Source: an optimization exercise on an open RTL-to-GDS flow (aim: small area and a short achievable clock period). Production flows keep margins and buffers that such runs may drop.
RTL that was checked went through simulation tests only; none was proved equivalent to the original.
Power and IR drop assume default switching activity.

==> job 2682 <==
## DSP48A1_simplified
module DSP48A1_simplified (P, A, B, D, C, clk, rst_n);
  parameter OPERATION = "ADD";
  input [17:0] A, B, D;
  input [47:0] C;
  input clk, rst_n;
  output reg [47:0] P;
  reg [18:0] S;
  always @(posedge clk) S <= D + B;
  reg [9:0] BN, B1, B2;   
  reg [17:0] A_r;
  wire [21:0] sx = {2'b00, S, 1'b0};
  wire [2:0] bw0 = sx[2:0];
  wire [2:0] bw1 = sx[4:2];
  wire [2:0] bw2 = sx[6:4];
  wire [2:0] bw3 = sx[8:6];
  wire [2:0] bw4 = sx[10:8];
  wire [2:0] bw5 = sx[12:10];
  wire [2:0] bw6 = sx[14:12];
  wire [2:0] bw7 = sx[16:14];
  wire [2:0] bw8 = sx[18:16];
  wire [2:0] bw9 = sx[20:18];
  always @(posedge clk) begin
    A_r <= A;
    BN[0] <= rst_n & bw0[2] & ~(bw0[1] & bw0[0]);
    BN[1] <= rst_n & bw1[2] & ~(bw1[1] & bw1[0]);
    BN[2] <= rst_n & bw2[2] & ~(bw2[1] & bw2[0]);
    BN[3] <= rst_n & bw3[2] & ~(bw3[1] & bw3[0]);
    BN[4] <= rst_n & bw4[2] & ~(bw4[1] & bw4[0]);
    BN[5] <= rst_n & bw5[2] & ~(bw5[1] & bw5[0]);
    BN[6] <= rst_n & bw6[2] & ~(bw6[1] & bw6[0]);
    BN[7] <= rst_n & bw7[2] & ~(bw7[1] & bw7[0]);
    BN[8] <= rst_n & bw8[2] & ~(bw8[1] & bw8[0]);
    BN[9] <= rst_n & bw9[2] & ~(bw9[1] & bw9[0]);
    B1[0] <= rst_n & (bw0[1] ^ bw0[0]);
    B1[1] <= rst_n & (bw1[1] ^ bw1[0]);
    B1[2] <= rst_n & (bw2[1] ^ bw2[0]);
    B1[3] <= rst_n & (bw3[1] ^ bw3[0]);
    B1[4] <= rst_n & (bw4[1] ^ bw4[0]);
    B1[5] <= rst_n & (bw5[1] ^ bw5[0]);
    B1[6] <= rst_n & (bw6[1] ^ bw6[0]);
    B1[7] <= rst_n & (bw7[1] ^ bw7[0]);
    B1[8] <= rst_n & (bw8[1] ^ bw8[0]);
    B1[9] <= rst_n & (bw9[1] ^ bw9[0]);
    B2[0] <= rst_n & ((bw0[2] & ~bw0[1] & ~bw0[0]) | (~bw0[2] & bw0[1] & bw0[0]));
    B2[1] <= rst_n & ((bw1[2] & ~bw1[1] & ~bw1[0]) | (~bw1[2] & bw1[1] & bw1[0]));
    B2[2] <= rst_n & ((bw2[2] & ~bw2[1] & ~bw2[0]) | (~bw2[2] & bw2[1] & bw2[0]));
    B2[3] <= rst_n & ((bw3[2] & ~bw3[1] & ~bw3[0]) | (~bw3[2] & bw3[1] & bw3[0]));
    B2[4] <= rst_n & ((bw4[2] & ~bw4[1] & ~bw4[0]) | (~bw4[2] & bw4[1] & bw4[0]));
    B2[5] <= rst_n & ((bw5[2] & ~bw5[1] & ~bw5[0]) | (~bw5[2] & bw5[1] & bw5[0]));
  ...
clock: 6.5 ns
lec_check: 0
cap_margin: 20
core_margin: 2
core_utilization: 40
setup_slack_margin: 3.5
slew_margin: 20
synth_hierarchical: 1
run.sh (not shown) runs the stock make flow with config.mk's settings and CLKGATE_MAP_FILE= SYNTH_SCRIPT=/design/flow/synth_recipe.tcl, a recipe that flattens the netlist after the stock synthesis.
==> inputs of job 8215, as changes to job 2682 <==
- SETUP_SLACK_MARGIN: 3.5 -> default
==> comparison <==
- Job 8215 finished clean. Job 2682 produced a clean layout.
- Between job 2682 and job 8215, the lower first-iteration DRC count is in job 2682 (gap 6.4%, measured against job 8215).
- Clock power: job 8215 is larger than job 2682 (about 8%).
- In job 2682 the non-clock buffer count is higher than in job 8215, by 68.
- Of job 2682 and job 8215, job 2682 has the higher via count (gap about 2.3%, measured against job 8215).
- Between job 8215 and job 2682, the lower register-to-register slack is in job 8215 (gap 0.33 ns).
- Combinational power: job 2682 is larger than job 8215 (15%).
- Between job 2682 and job 8215, the lower count of clock-buffer cells in the layout is in job 8215 (gap 3).
- Against job 8215, the critical path depth of job 2682 is higher by 1.
==> figures <==
RSZ-0062 raised after global routing: job 8215 false; job 2682 true
Status: job 8215 no timing/DRC/antenna violations; job 2682 no timing/DRC/antenna violations
Final RePlAce weighted congestion: job 8215 0.867; job 2682 0.861
Startpoint of the worst register-to-register path: job 8215 R0_5$_DFF_P_; job 2682 R0_4$_DFF_P_
Depth of the worst register-to-register path: job 8215 11; job 2682 12
Final core area utilization: job 8215 0.476; job 2682 0.509
Power consumed by sequential cells: job 8215 2.42 mW; job 2682 2.40 mW
Sequential portion of the cell area: job 8215 0.266; job 2682 0.253
Pin count of the biggest net entering global routing: job 8215 140; job 2682 141
FF-to-FF End: job 8215 P[38]$_SDFF_PN0_; job 2682 P[35]$_SDFF_PN0_
Clock buf/inv share: job 8215 0.0524; job 2682 0.0450
Fin crit period: job 8215 3.92 ns; job 2682 3.59 ns
Number of global-route vias before repair: job 8215 12400; job 2682 12500
Smallest hold slack: job 8215 0.423 ns; job 2682 0.409 ns
Clock Latency Late Sink: job 8215 0.55 ns; job 2682 0.56 ns
Average wire length per cell after detail routing: job 8215 18.4 um; job 2682 18.8 um
Iter 0 DRT Violations: job 8215 871; job 2682 815
No run of this note included a check of the RTL's function; only the layout flow was run.

* * *

==> inputs of 03-20 <==
DSP48A1_simplified, a different RTL version from the one above (not shown whole).
Settings: LEC_CHECK=0, CAP_MARGIN=20, CORE_MARGIN=2, CORE_UTILIZATION=40, SETUP_SLACK_MARGIN=3.3, SLEW_MARGIN=20, SYNTH_HIERARCHICAL=1, TNS_END_PERCENT=10; clock period 6.5 ns.
standard.sh (not shown) runs the stock make flow with config.mk's settings and CLKGATE_MAP_FILE= SYNTH_SCRIPT=/design/flow/synth_recipe.tcl, a recipe that flattens the netlist after the stock synthesis.
==> flow/flow/run.sh <==
#!/bin/bash
set -uo pipefail
export BUFFER_PORTS_ARGS="-buffer_cell sky130_fd_sc_hd__buf_1"
export CTS_ARGS="-sink_clustering_enable -repair_clock_nets -dont_use_dummy_load -buf_list sky130_fd_sc_hd__clkbuf_8 -sink_clustering_size 14 -sink_clustering_max_diameter 80"
bash standard.sh > standard.log 2>&1
==> inputs of 06-27, as changes to 03-20 <==
--- a/flow/flow/run.sh
+++ b/flow/flow/run.sh
@@ -1,3 +1,10 @@
 #!/bin/bash
+# The standard layout (standard.sh: the standard synthesis, then ORFS to the
+# routed layout), with two changes made through ORFS's own variables:
+#  - the port buffers are plain buf_1 cells instead of the delay-cell buffers
+#    that port buffering picks by default (every port still gets its own buffer);
+#  - clock tree synthesis uses clkbuf_8 buffers with sink clusters of at most
+#    14 flip-flops (80 um across) and no dummy loads, instead of clkbuf_16 leaves.
+# All make/tool output goes to standard.log in this folder.
 set -uo pipefail
 export BUFFER_PORTS_ARGS="-buffer_cell sky130_fd_sc_hd__buf_1"
Settings changed: SETUP_SLACK_MARGIN 3.3 to 3.4, TNS_END_PERCENT 10 to 0.
==> inputs of 04-21, as changes to 03-20 <==
==> flow/run.sh (new file) <==
#!/bin/bash
# synth_recipe.tcl (not shown) runs the flow's synth.tcl, then flattens the netlist and writes it again
# the make line also repeats each setting of config.mk as NAME=value (left out here)
make -C /OpenROAD-flow-scripts/flow DESIGN_CONFIG=/design/flow/config.mk WORK_HOME=/design/flow/orfs CLKGATE_MAP_FILE= SYNTH_SCRIPT=/design/flow/synth_recipe.tcl finish
Settings changed: SETUP_SLACK_MARGIN 3.3 to 3.5, TNS_END_PERCENT 10 to unset.
removed: flow/flow/run.sh
removed: flow/standard.sh
==> results by group <==
STA
  • Min Tclk post-route: 3180 ps
  • Tcrit/Tclk final: 48.92%

Route
  • TritonRoute pass-1 iters: 5
  • Via/cell ratio: 5.253

Run status
  • Outcome: complete, no violations

Setup path
  • Worst-path maximum fanout: 5

Power and ir drop
  • Gate power share: 67.3%

Place
  • Place WS: 2630 ps
(the above is from 03-20)
==> results by group <==
STA
  • Min Tclk post-route: 3156 ps
  • Tcrit/Tclk final: 48.55%

Route
  • TritonRoute pass-1 iters: 6

Power and ir drop
  • Switching Share: 40.49%
  • Leakage: 8.472 nW
  • Gate power share: 66.8%

Place
  • Place WS: 2771 ps

Run status
  • Outcome: complete, no violations
(the above is from 04-21)
==> results by group <==
Run status
  • Outcome: complete, no violations

STA
  • Tcrit/Tclk final: 48.07%
  • Min Tclk post-route: 3125 ps

Power and ir drop
  • Total combinational power: 5.95 mW
  • Gate power share: 67.5%
  • P_seq: 2.15 mW

Route
  • TritonRoute pass-1 iters: 5
  • Via/cell ratio: 5.250

Setup path
  • Worst-path maximum fanout: 20

Place
  • Place WS: 2930 ps

Final layout
  • Clock network area share: 1.573%
(the above is from 06-27)

[what the ideal ports hide]
Ports are ideal in the flow. The routed layouts listed here were re-timed in OpenROAD.
Step 1, drivers: a clkbuf_16 drives clk and a buf_2 each remaining input, both assumed.
Step 2, shift: input delay + t, output delay - t, t = (earliest + latest rising clock arrival at the registers) / 2. This alone moves slack from input paths to output paths.
Slacks: ideal / step 1 / step 2; pairs: ideal / step 1.
run	t (ns)	slack for setup (ns)	worst setup path at the end	latest minus earliest clock arrival (ns)
job 2682	0.605	2.914 / 2.914 / 2.914	register to register	0.011 / 0.011
job 8215	0.599	2.581 / 2.581 / 2.337	input to register	0.013 / 0.013
03-20	0.589	3.320 / 3.320 / 2.911	input to register	0.051 / 0.051
06-27	0.578	3.375 / 3.375 / 3.044	input to register	0.045 / 0.045
04-21	0.603	3.344 / 3.344 / 2.910	input to register	0.026 / 0.027
After both steps every run listed still meets setup and hold. For 04-21, which loses most, drivers alone change the setup slack by 0.000 ns; drivers and shift together by -0.434 ns.
